What follows belongs to an exercise in optimizing a design on an open flow for small area and a short achievable clock period; a production flow would make more cautious choices. Only simulation tests tie the RTL to the original design; equivalence was not proved.

## design/flow/config.mk

```make
export PLATFORM = sky130hd
export DESIGN_NAME = top
export DESIGN_NICKNAME = top
export VERILOG_FILES = /design/flow/design.v
export SDC_FILE = /design/flow/constraint.sdc
export NUM_CORES = 4
export LEC_CHECK = 0
export CAP_MARGIN = 20
export CORE_MARGIN = 2
export CORE_UTILIZATION = 40
export SLEW_MARGIN = 20
```

## design/flow/constraint.sdc

```tcl
create_clock -name core_clock -period 8.0 [get_ports {clock}]
set_input_delay 1.6000 -clock core_clock [delete_from_list [all_inputs] [get_ports {clock}]]
set_output_delay 1.6000 -clock core_clock [all_outputs]
set_load 0.01 [all_outputs]
```

## design/flow/run.sh

```bash
#!/bin/bash
# synth_recipe.tcl (not shown) runs the flow's synth.tcl, then flattens the netlist and writes it again
# the make line also repeats each setting of config.mk as NAME=value (left out here)
make -C /OpenROAD-flow-scripts/flow DESIGN_CONFIG=/design/flow/config.mk WORK_HOME=/design/flow/orfs CLKGATE_MAP_FILE= SYNTH_SCRIPT=/design/flow/synth_recipe.tcl finish
```

## design/flow/design.v

```verilog
`default_nettype none
module fpu_s1 (
    input  logic [15:0] a,
    input  logic [15:0] b,
    input  logic        sub,
    output logic [14:0] sum,
    output logic        gsel,
    output logic [14:0] prod
);
    logic [4:0] ea, eb, d;
    logic [9:0] ms, mg;
    logic [12:0] s13, sh;
    logic sticky, eff_sub;
    logic [14:0] ext_g, ext_s;
    logic [21:0] p;
    assign ea = a[14:10];
    assign eb = b[14:10];
    assign gsel = a[14:0] > b[14:0];
    assign d  = (ea >= eb) ? ea - eb : eb - ea;
    assign mg = gsel ? a[9:0] : b[9:0];
    assign ms = gsel ? b[9:0] : a[9:0];
    assign s13 = {1'b1, ms, 2'b00};
    assign sh  = s13 >> d;
    always_comb begin
        sticky = d > 5'd10;
        for (int j = 0; j < 8; j++)
            if (ms[j] && d > j + 2) sticky = 1'b1;
    end
    assign ext_g = {2'b01, mg, 3'b000};
    assign ext_s = {1'b0, sh, sticky};
    assign eff_sub = a[15] ^ b[15] ^ sub;
    assign sum = eff_sub ? ext_g - ext_s : ext_g + ext_s;
    assign p = {1'b1, a[9:0]} * {1'b1, b[9:0]};
    assign prod = {p[21:8], |p[7:0]};
endmodule
module fpu_s2 (
    input  logic [15:0] a,
    input  logic [15:0] b,
    input  logic        op_mul,
    input  logic        op_sub,
    input  logic [14:0] sum,
    input  logic        gsel,
    input  logic [14:0] prod,
    output logic [15:0] y
);
    logic sa, sb, sbx;
    logic [4:0] ea, eb, eg;
    logic a_e1, b_e1, a_nan, b_nan, a_inf, b_inf, a_0, b_0;
    logic sg;
    assign sa = a[15];
    assign sb = b[15];
    assign sbx = sb ^ op_sub;
    assign ea = a[14:10];
    assign eb = b[14:10];
    assign a_e1 = &ea;
    assign b_e1 = &eb;
    assign a_nan = a_e1 & (|a[9:0]);
    assign b_nan = b_e1 & (|b[9:0]);
    assign a_inf = a_e1 & ~(|a[9:0]);
    assign b_inf = b_e1 & ~(|b[9:0]);
    assign a_0 = ~(|ea);
    assign b_0 = ~(|eb);
    logic [3:0] nsh;
    logic [14:0] w;
    logic [5:0] exp_a;
    logic ru_a, ovf_a, unf_a, cancel;
    assign eg = gsel ? ea : eb;
    assign sg = gsel ? sa : sbx;
    always_comb begin
        nsh = 4'd12;
        for (int i = 2; i <= 14; i++)
            if (sum[i]) nsh = 4'(14 - i);
    end
    assign w = sum << nsh;
    assign exp_a = {1'b0, eg} + 6'd1 - {2'b00, nsh};
    assign ru_a = w[3] & (w[4] | w[2] | w[1] | w[0]);
    assign ovf_a = sum[14] & (eg == 5'd30);
    assign unf_a = {1'b0, nsh} > eg;
    assign cancel = sum == 15'd0;
    logic p21, st, rb, pn8, pn12, ru_m, carry_m, quirk, ovf_m, unf_m;
    logic [9:0] m;
    logic [5:0] x;
    logic [4:0] e_m;
    assign p21 = prod[14];
    assign st  = prod[0];
    assign m    = p21 ? prod[13:4] : prod[12:3];
    assign rb   = p21 ? prod[3] : prod[2];
    assign pn8  = p21 ? prod[2] : prod[1];
    assign pn12 = p21 ? prod[6] : prod[5];
    assign ru_m = rb & (pn8 | st | pn12);
    assign carry_m = ru_m & (&m);
    assign x = {1'b0, ea} + {1'b0, eb} + {5'd0, p21};
    assign quirk = carry_m & (x >= 6'd30);
    assign ovf_m = ~quirk & (x >= 6'd46);
    assign unf_m = (x < 6'd15) | ((x == 6'd15) & ~carry_m);
    assign e_m = quirk ? 5'd14 : 5'(x - 6'd15);
    logic [14:0] pre, r15;
    logic ru, sgn, ovf, unf;
    assign pre = op_mul ? {e_m, m} : {exp_a[4:0], w[13:4]};
    assign ru  = op_mul ? ru_m : ru_a;
    assign r15 = pre + {14'd0, ru};
    assign sgn = op_mul ? sa ^ sb : sg;
    assign ovf = op_mul ? ovf_m : ovf_a;
    assign unf = op_mul ? unf_m : unf_a;
    always_comb begin
        if (a_nan || b_nan)                               y = 16'hFFFF;
        else if (!op_mul && a_inf && b_inf && sa != sbx)  y = 16'hFFFF;
        else if (!op_mul && a_inf)                        y = a;
        else if (!op_mul && b_inf)                        y = {sbx, b[14:0]};
        else if (op_mul && (a_inf || b_inf))              y = {sa ^ sb, 15'h7C00};
        else if (!op_mul && a_0 && b_0)                   y = 16'd0;
        else if (!op_mul && a_0)                          y = {sbx, b[14:0]};
        else if (op_mul && (a_0 || b_0))                  y = 16'd0;
        else if (!op_mul && b_0)                          y = {sa ^ op_sub, a[14:0]};
        else if (!op_mul && cancel)                       y = 16'd0;
        else if (ovf)                                     y = {sgn, 15'h7C00};
        else if (unf)                                     y = {sgn, 15'h0000};
        else                                              y = {sgn, r15};
    end
endmodule
module input_16(
    input logic clock, reset,
    input logic [9:0] data_in,
    output logic [15:0] num1, num2,
    output logic op_mul, op_sub,
    output logic start,
    output logic sub_now
);
    logic count;
    logic is_a, is_b, is_op;
    assign is_a  = data_in[1:0] == 2'b01;
    assign is_b  = data_in[1:0] == 2'b10;
    assign is_op = data_in[1:0] == 2'b11;
    assign sub_now = is_op ? data_in[3] : op_sub;
    always_ff @(posedge clock or posedge reset) begin
        if (reset) begin
            num1 <= 'd0;
            num2 <= 'd0;
            start <= 1'b0;
            count <= 1'b0;
        end
        else begin
            if (is_a && !count) num1[7:0]  <= data_in[9:2];
            if (is_a &&  count) num1[15:8] <= data_in[9:2];
            if (is_b && !count) num2[7:0]  <= data_in[9:2];
            if (is_b &&  count) num2[15:8] <= data_in[9:2];
            if (is_a || is_b) count <= ~count;
            start <= is_op;
        end
    end
    always_ff @(posedge clock) begin
        if (is_op) begin
            op_mul <= data_in[4];
            op_sub <= data_in[3];
        end
    end
endmodule: input_16
module output_16(
    input logic clock, reset,
    input logic [15:0] ans,
    input logic done_calc,
    output logic [9:0] data_out
);
    logic count;
    logic valid;
    logic [7:0] byte_q;
    assign data_out = {byte_q, valid, valid};
    always_ff @(posedge clock or posedge reset) begin
        if (reset) begin
            byte_q <= 'd0;
            valid <= 1'b0;
            count <= 1'b0;
        end
        else begin
            valid <= done_calc | count;
            count <= done_calc;
            byte_q <= done_calc ? ans[15:8] : count ? ans[7:0] : 8'd0;
        end
    end
endmodule: output_16
module top(
    input logic clock, reset,
    input logic [9:0] inp,
    output logic [9:0] out
);
    logic [15:0] a, b, y;
    logic op_mul, op_sub, start;
    logic sub_now;
    logic [14:0] sum, prod;
    logic gsel;
    input_16 in1(.clock, .reset, .data_in(inp), .num1(a), .num2(b),
                 .op_mul, .op_sub, .start, .sub_now);
    logic [14:0] sum_d, prod_d;
    logic gsel_d;
    fpu_s1 s1(.a, .b, .sub(sub_now), .sum(sum_d), .gsel(gsel_d), .prod(prod_d));
    always_ff @(posedge clock) begin
        sum  <= sum_d;
        gsel <= gsel_d;
        prod <= prod_d;
    end
    fpu_s2 s2(.a, .b, .op_mul, .op_sub, .sum, .gsel, .prod, .y);
    output_16 out1(.clock, .reset, .ans(y), .done_calc(start), .data_out(out));
endmodule
```

==> results by group, run 1 <==
Final layout
  – Final #Nets: 1,645
  – Fraction of layout cells with a size suffix above 1: 6.69%
  – Fillers: 2,869
  – Post-Route Utilization: 43.5%
  – Diodes inserted: 0
  – Area grow syn2layout: 6.88%

Critical path
  – Crit path launch type: flop
  – Crit path to: sum[13]
  – R2r endpoint: sum[13]
  – Setup CP Type: flop to flop
  – CP arrival: 6.61 ns
  – Reg2reg setup slack: 1.67 ns
  – Crit. End Element: flop
  – CP startpoint: in1.num1[10]
  – WP data required: 8.28 ns
  – Reg2Reg Launch Point: in1.num1[10]
  – Reg2Reg Depth: 27
  – Worst Path Max Fanout: 33

Clock tree
  – Htree depth: 3
  – Clk root buf: clkbuf_16
  – # hold bufs at CTS: 0
  – Clock Latency Late Sink: 0.36 ns
  – TritonCTS Sinks: 77
  – Worst-path clk slew: 0.07 ns
  – Number of post-CTS setup repair buffers: 0
  – Longest Clk Path Bufs: 2
  – CTS tree: done
  – CTS buffer count: 9
  – Post-CTS resize count: 0

Worst hold path
  – Hold WC Path Type: flop to flop
  – Hold Path Stages: 1

Route
  – Number of remaining DRC errors: 0
  – Iter 0 DRT Violations: 1,180
  – Vias per std cell: 5.77
  – Antenna Violating Nets Remaining: 0
  – Met2 routed WL: 16.1 mm
  – WL final: 34.8 mm
  – Post-Route M1 WL: 15.6 mm
  – DR vias: 10,400
  – Met3 WL post-DR: 1.97 mm
  – DRT Pass-1 Iters: 5
  – Max Used Layer: met4
  – Wirelength per Cell: 19.3 microns

Synthesis
  – Number of flops mapped to enable cells by yosys: 1
  – Seq/Total Area, Yosys: 15.1%
  – Dominant cell type by area after synthesis: fa_1
  – Post-Syn Instances: 1,436
  – Mapped Area: 11,800 sq um
  – Async SR Flop Fraction: 57.1%
  – Syn_nets: 1,665
  – Synth area leaders: fa_1 (15%), ha_1 (14%), dfrtp_1 (9.4%)
  – Area share of the largest cell type after synthesis: 14.8%
  – #FFs+latches synth: 77
  – Post-synth cell types: 85
  – Syn Area/Cell: 8.19 sq um
  – Yosys warning count: 5
  – Most used DFF post-synth: dfrtp_1

Die
  – I/O pin cnt: 22
  – Die ar.: 30,800 sq um
  – Width of the die: 175 microns
  – Initial Utilization: 40.7%
  – Core Footprint: 28,900 sq um
  – Site Rows: 62
  – Die height: 175 microns

Outcome
  – Outcome: timing/DRC/antenna clean

GRT
  – Global-route wire length before repair: 56.7 mm
  – Initial antenna violation count: 0
  – Vias in the first global route: 10,200
  – GRT Util Overall: 23.3%
  – Largest net degree at the start of global routing: 45
  – Final global-route overflow total: 0

STA
  – RSZ-0062 raised after global routing: false
  – Slew Viols, Final: 0
  – Clock Skew: 0.0124 ns
  – Min Tclk post-route: 6.33 ns
  – Hold Violations, Final: 0
  – FMAX: 158 MHz
  – Tcrit/Tclk final: 79.1%
  – Worst Max-Slew Pin Slew: 0.918 ns
  – Slew margin rel.: 38.1%
  – Final TNS setup: 0 ns
  – Finish-stage setup viols: 0

Run
  – Max cap viols: 0

Placed design
  – Hpwl dp: 27.0 mm
  – Routability cong.: 0.967
  – IO Port Bufs: 21
==> placed cells by master (no fill, tap or decap), types with 13 or more instances in the layout <==
master / n
mux2_2: 37
a211oi_1: 21
nand3_1: 41
a21oi_1: 83
nand2_1: 112
dfrtp_1: 44
xor2_1: 15
nor2_1: 108
o21a_1: 14
o21ai_0: 82
clkdlybuf4s50_1: 21
a21o_1: 13
fa_1: 87
xnor2_1: 39
buf_4: 14
and2_1: 55
dfxtp_1: 32
nor2b_1: 16
nor3_1: 34
inv_1: 159
o211ai_1: 19
ha_1: 130
mux2i_1: 32
==> metrics by stage <==
step | hold WS [ns] | instances | worst slack, ns | cell area (sq um)
6_report | 0.544 | 1805 | 1.67 | 12600
5_1_grt | 0.573 | 1805 | 1.02 | 12600
4_1_cts | 0.541 | 1805 | 1.74 | 12600
2_1_floorplan | 0.352 | 1436 | 2.77 | 11800
3_5_place_dp | 0.531 | 1789 | 1.77 | 12300
3_3_place_gp | 0.519 | 1789 | 1.93 | 12300
==> Yosys cell counts (all sizes together) (15+ instances only) <==
cell type / instances
a211oi: 21
o211ai: 20
xor2: 15
dfrtp: 44
fa: 87
a21oi: 84
xnor2: 39
nor2: 108
nand3: 41
mux2: 37
ha: 130
mux2i: 32
o21ai: 85
and2: 55
inv: 165
clkbuf: 55
nor2b: 16
dfxtp: 32
nand2: 112
nor3: 34
==> per-layer routing <==
layer | global-route usage, % | up-vias
met1 | 31.9 | 5034
met3 | 3.46 | 64
met5 | 0 | -
met4 | 7.40 | 0
met2 | 38.0 | 363
li1 | - | 4958
==> registers in the layout, indices dropped and copies added, names as in the netlist <==
name and cells:
in1.num1 16, sum 15, out1.byte_q 8, out1.count 1, in1.op_mul 1, prod 15
in1.num2 16, in1.op_sub 1, in1.start 1, out1.valid 1, in1.count 1, gsel 1
==> critical path: stages (launching register included) <==
cell and delay (ns):
dfrtp_1 0.52, inv_1 0.12, ha_1 0.79, nand4_1 0.19, or4_1 0.44, a21boi_1 0.17, o21ai_2 0.27, inv_4 0.27
mux2_2 0.38, nor2_1 0.10, a21oi_1 0.07, a21oi_1 0.21, nor3_1 0.06, o21ai_0 0.25, inv_1 0.08, ha_1 0.21
fa_1 0.41, a21oi_1 0.15, o21ai_0 0.11, a21oi_1 0.17, o21bai_1 0.09, a21oi_1 0.16, o21bai_1 0.10, a211oi_1 0.25
a211oi_1 0.07, a221oi_1 0.28, a2111oi_0 0.13, nor3b_1 0.21
==> cell families after synthesis <==
family	synth area share, %
flops	15.1
xor+xnor	4.02
fa+ha+maj	28.7
simple gates	18.4
buf+inv	7.71
compound gates	19.3
mux	6.84
==> worst min path at each step <==
stage	start	slack, ns	end
2_1_floorplan	in1.start	0.35	out1.count
3_3_place_gp	in1.count	0.52	in1.count
3_5_place_dp	in1.count	0.53	in1.count
4_1_cts	in1.count	0.54	in1.count
5_1_grt	in1.count	0.57	in1.count
6_report	in1.count	0.54	in1.count
==> cell type report <==
class	count	area (sq um)	area share [%]
sequential	77	1770	14.1
inverter	166	626	4.98
timing repair buffer	35	315	2.51
clock buffer	9	225	1.79
clock inverter	7	67.6	0.538
tap	384	480	3.82
multi-input combinational	1127	9080	72.3
==> run 2: changes to the inputs <==
--- a/design/flow/config.mk
+++ b/design/flow/config.mk
@@ -8,4 +8,5 @@
 export CAP_MARGIN = 20
 export CORE_MARGIN = 2
 export CORE_UTILIZATION = 40
+export SETUP_SLACK_MARGIN = 4.0
 export SLEW_MARGIN = 20
==> results by group, run 2 <==
STA
  – Hold Violations, Final: 0 (unchanged)
  – Min Tclk post-route: 5.02 ns (was 6.33 ns)
  – Post-route setup slack: 2.98 ns (was 1.67 ns)
  – FMAX: 199 MHz (was 158 MHz)
  – Final TNS setup: 0 ns (unchanged)
  – Finish-stage setup viols: 0 (unchanged)
  – Slew Viols, Final: 0 (unchanged)
  – Slew margin rel.: 20.1% (was 38.1%)
  – Clock Skew: 0.00756 ns (was 0.0124 ns)
  – RSZ-0062 raised after global routing: true (was false)
  – Worst Max-Slew Pin Slew: 1.19 ns (was 0.918 ns)
  – Tcrit/Tclk final: 62.8% (was 79.1%)

Route
  – Wirelength per Cell: 20.3 microns (was 19.3 microns)
  – DR vias: 11,300 (was 10,400)
  – Antenna Violating Nets Remaining: 0 (unchanged)
  – DRT Pass-1 Iters: 6 (was 5)
  – Iter 0 DRT Violations: 1,169 (was 1,180)
  – WL final: 39.3 mm (was 34.8 mm)
  – Number of remaining DRC errors: 0 (unchanged)
  – Vias per std cell: 5.84 (was 5.77)

GRT
  – Final global-route overflow total: 0 (unchanged)
  – Global-route wire length before repair: 61.8 mm (was 56.7 mm)
  – Vias in the first global route: 11,000 (was 10,200)
  – GRT Util Overall: 25.6% (was 23.3%)
  – Initial antenna violation count: 0 (unchanged)
  – Largest net degree at the start of global routing: 45 (unchanged)

Placed design
  – Pre-CTS setup slack: 1.87 ns (was 1.77 ns)
  – Area after DPL: 12,600 sq um (was 12,300 sq um)
  – Routability cong.: 0.956 (was 0.967)
  – Hpwl dp: 27.6 mm (was 27.0 mm)
  – IO Port Bufs: 21 (unchanged)

Critical path
  – Setup CP Type: flop to flop (unchanged)
  – CP most frequent cell: a211oi_2 (was a21oi_1)
  – WP data required: 8.22 ns (was 8.28 ns)
  – Reg2Reg Launch Point: in1.num1[7] (was in1.num1[10])
  – Reg2reg setup slack: 2.98 ns (was 1.67 ns)
  – R2r endpoint: sum[13] (unchanged)
  – Crit path launch type: flop (unchanged)
  – CP arrival: 5.24 ns (was 6.61 ns)
  – Peak per-stage delay on the critical path: 0.52 ns (was 0.79 ns)
  – Reg2Reg Depth: 25 (was 27)
  – Worst Path Max Fanout: 8 (was 33)
  – CP max stage cell: dfrtp_4 (was ha_1)
  – Crit. End Element: flop (unchanged)

Synthesis
  – #FFs+latches synth: 77 (unchanged)
  – Number of flops mapped to enable cells by yosys: 1 (unchanged)
  – Synth area leaders: fa_1 (15%), ha_1 (14%), dfrtp_1 (9.4%) (unchanged)
  – Most used DFF post-synth: dfrtp_1 (unchanged)
  – Post-synth cell types: 85 (unchanged)
  – Seq/Total Area, Yosys: 15.1% (unchanged)
  – Dominant cell type by area after synthesis: fa_1 (unchanged)
  – Mapped Area: 11,800 sq um (unchanged)
  – Syn_nets: 1,665 (unchanged)
  – Synth cell count leaders: inv_1 (160), ha_1 (130), nand2_1 (112), nor2_1 (108), fa_1 (87) (unchanged)
  – Yosys warning count: 5 (unchanged)
  – Post-Syn Instances: 1,436 (unchanged)
  – Syn Area/Cell: 8.19 sq um (unchanged)
  – Async SR Flop Fraction: 57.1% (unchanged)
  – Count leader, synth: inv_1 (unchanged)
  – Area share of the largest cell type after synthesis: 14.8% (unchanged)

Die
  – I/O pin cnt: 22 (unchanged)
  – Width of the die: 175 microns (unchanged)
  – Site Rows: 62 (unchanged)
  – Die height: 175 microns (unchanged)
  – Die ar.: 30,800 sq um (unchanged)
  – Initial Utilization: 40.7% (unchanged)
  – Core Footprint: 28,900 sq um (unchanged)

Clock tree
  – Clk root buf: clkbuf_16 (unchanged)
  – Longest Clk Path Bufs: 2 (unchanged)
  – Htree depth: 3 (unchanged)
  – Worst-path clk slew: 0.06 ns (was 0.07 ns)
  – Clock Latency Late Sink: 0.35 ns (was 0.36 ns)
  – CTS tree: done (unchanged)
  – TritonCTS Sinks: 77 (unchanged)
  – CTS buffer count: 9 (unchanged)
  – # hold bufs at CTS: 0 (unchanged)

Run
  – Max cap viols: 0 (unchanged)

Outcome
  – Outcome: timing/DRC/antenna clean (unchanged)

Final layout
  – Biggest registers after layout: in1.num1 (16), in1.num2 (16) (unchanged)
  – Register area: 1850 sq um (was 1770 sq um)
  – Footprint of the multi-input gates: 9980 sq um (was 9080 sq um)
  – Fillers: 2,698 (was 2,869)
  – Final Cell Area: 14,700 sq um (was 12,600 sq um)
  – Fraction of layout cells with a size suffix above 1: 26.0% (was 6.69%)
  – Area grow syn2layout: 25.4% (was 6.88%)
  – Commonest non-fill, non-tap cell in the layout: inv_1 (unchanged)
  – Most frequent cells in the layout: inv_1 (133), buf_4 (108), nand2_1 (104), nor2_1 (103), ha_1 (98) (was inv_1 (159), ha_1 (130), nand2_1 (112), nor2_1 (108), fa_1 (87))
  – Post-Route Utilization: 51.1% (was 43.5%)
  – Final #Nets: 1,776 (was 1,645)

Worst hold path
  – Endpoint, Worst Hold: in1.count (unchanged)
  – Min-Delay Startpoint: in1.count (unchanged)
  – Hold Path Stages: 1 (unchanged)
  – Hold WC Path Type: flop to flop (unchanged)
[run 2: cell types whose count changed in the layout (fill, tap and decap cells not counted), moves of 18 or more]
| cell | change |
|---|---|
| a21oi_1 | -18 |
| buf_4 | +94 |
| buf_6 | +28 |
| dfrtp_1 | -29 |
| ha_1 | -32 |
| ha_4 | +26 |
| inv_1 | -26 |
| inv_2 | +22 |
[run 2: repair_timing]
action	4_1_cts	5_1_grt
buffers inserted	107	29
gates resized for setup	130	78
setup endpoints to repair	37	37
pin swaps	88	64
cloned	1	0
[run 2: area by class of cell]
class / instances / area share, %
clock inverters: 6 / 0.475
diodes: 1 / 0.0170
repair buffers: 165 / 10.0
well taps: 384 / 3.26
flip-flops and latches: 77 / 12.5
inverters: 166 / 4.40
repair inverters: 1 / 0.0424
clock buffers: 10 / 1.55
multi-input cells: 1127 / 67.7
[run 2: kinds of logic after synthesis]
kind of cell	after synthesis	synth area share (%)
buffers and inverters	232	7.71
DFF	77	15.1
muxes	72	6.84
xor gates and xnor gates	54	4.02
AOI/OAI and AO/OA	343	19.3
adders and majority gates	217	28.7
and+or+nand+nor	441	18.4
[run 2: per-layer routing]
layer	global-route usage, %	up-vias	wire length, microns
met5	0	-	0
met4	9.64	0	1530
met3	4.18	104	3080
met2	42.2	472	18300
met1	33.8	5509	16300
li1	-	5228	-
[run 2: per-stage QoR]
step	std cells	hold slack [ns]
3_5_place_dp	1783	0.529
3_3_place_gp	1783	0.530
4_1_cts	1907	0.547
2_1_floorplan	1436	0.352
5_1_grt	1936	0.566
6_report	1937	0.546
[run 2: worst max path at each step]
stage / cells after the start / start / slack, ns / end
5_1_grt: 26 / in1.num2[13] / 2.69 / sum[13]
3_5_place_dp: 27 / in1.num1[10] / 1.87 / sum[13]
3_3_place_gp: 25 / in1.num1[10] / 2.13 / sum[13]
4_1_cts: 27 / in1.num1[13] / 2.87 / sum[13]
2_1_floorplan: 26 / in1.num2[5] / 3.27 / sum[13]
6_report: 25 / in1.num1[7] / 2.98 / sum[13]
[run 2: critical path, delay by kind of cell, from the launching register on]
family	cells	cell delay, ns
simple gates	4	0.75
mux	1	0.32
flops	1	0.52
compound gates	15	2.17
fa+ha+maj	2	0.62
buf+inv	3	0.48

-- re-timing with driven ports --
No port has a modelled driver above. Below, the same layouts with a new extraction and two added sets of constraints.
Step 1 sets driving cells, clkbuf_16 on the clock port and buf_2 on the other inputs (assumed; they add their load-dependent delay and slew).
Step 2, shift: input delay + t, output delay - t, t = (earliest + latest rising clock arrival at the registers) / 2. This alone moves slack from input paths to output paths.
a / b / c = no drivers / after step 1 / after step 2; a / b = the first two.
run | shift t [ns] | setup slack, ns | worst hold slack (ns) | worst register clock-pin slew, ns | worst slew at a driven data input, ns
run 1 | 0.402 | 1.674 / 1.674 / 1.674 | 0.544 / 0.544 / 0.544 | 0.07 / 0.07 | 0.03
run 2 | 0.400 | 2.980 / 2.980 / 2.980 | 0.546 / 0.546 / 0.546 | 0.07 / 0.07 | 0.04
After both steps setup and hold are still met in every run listed.
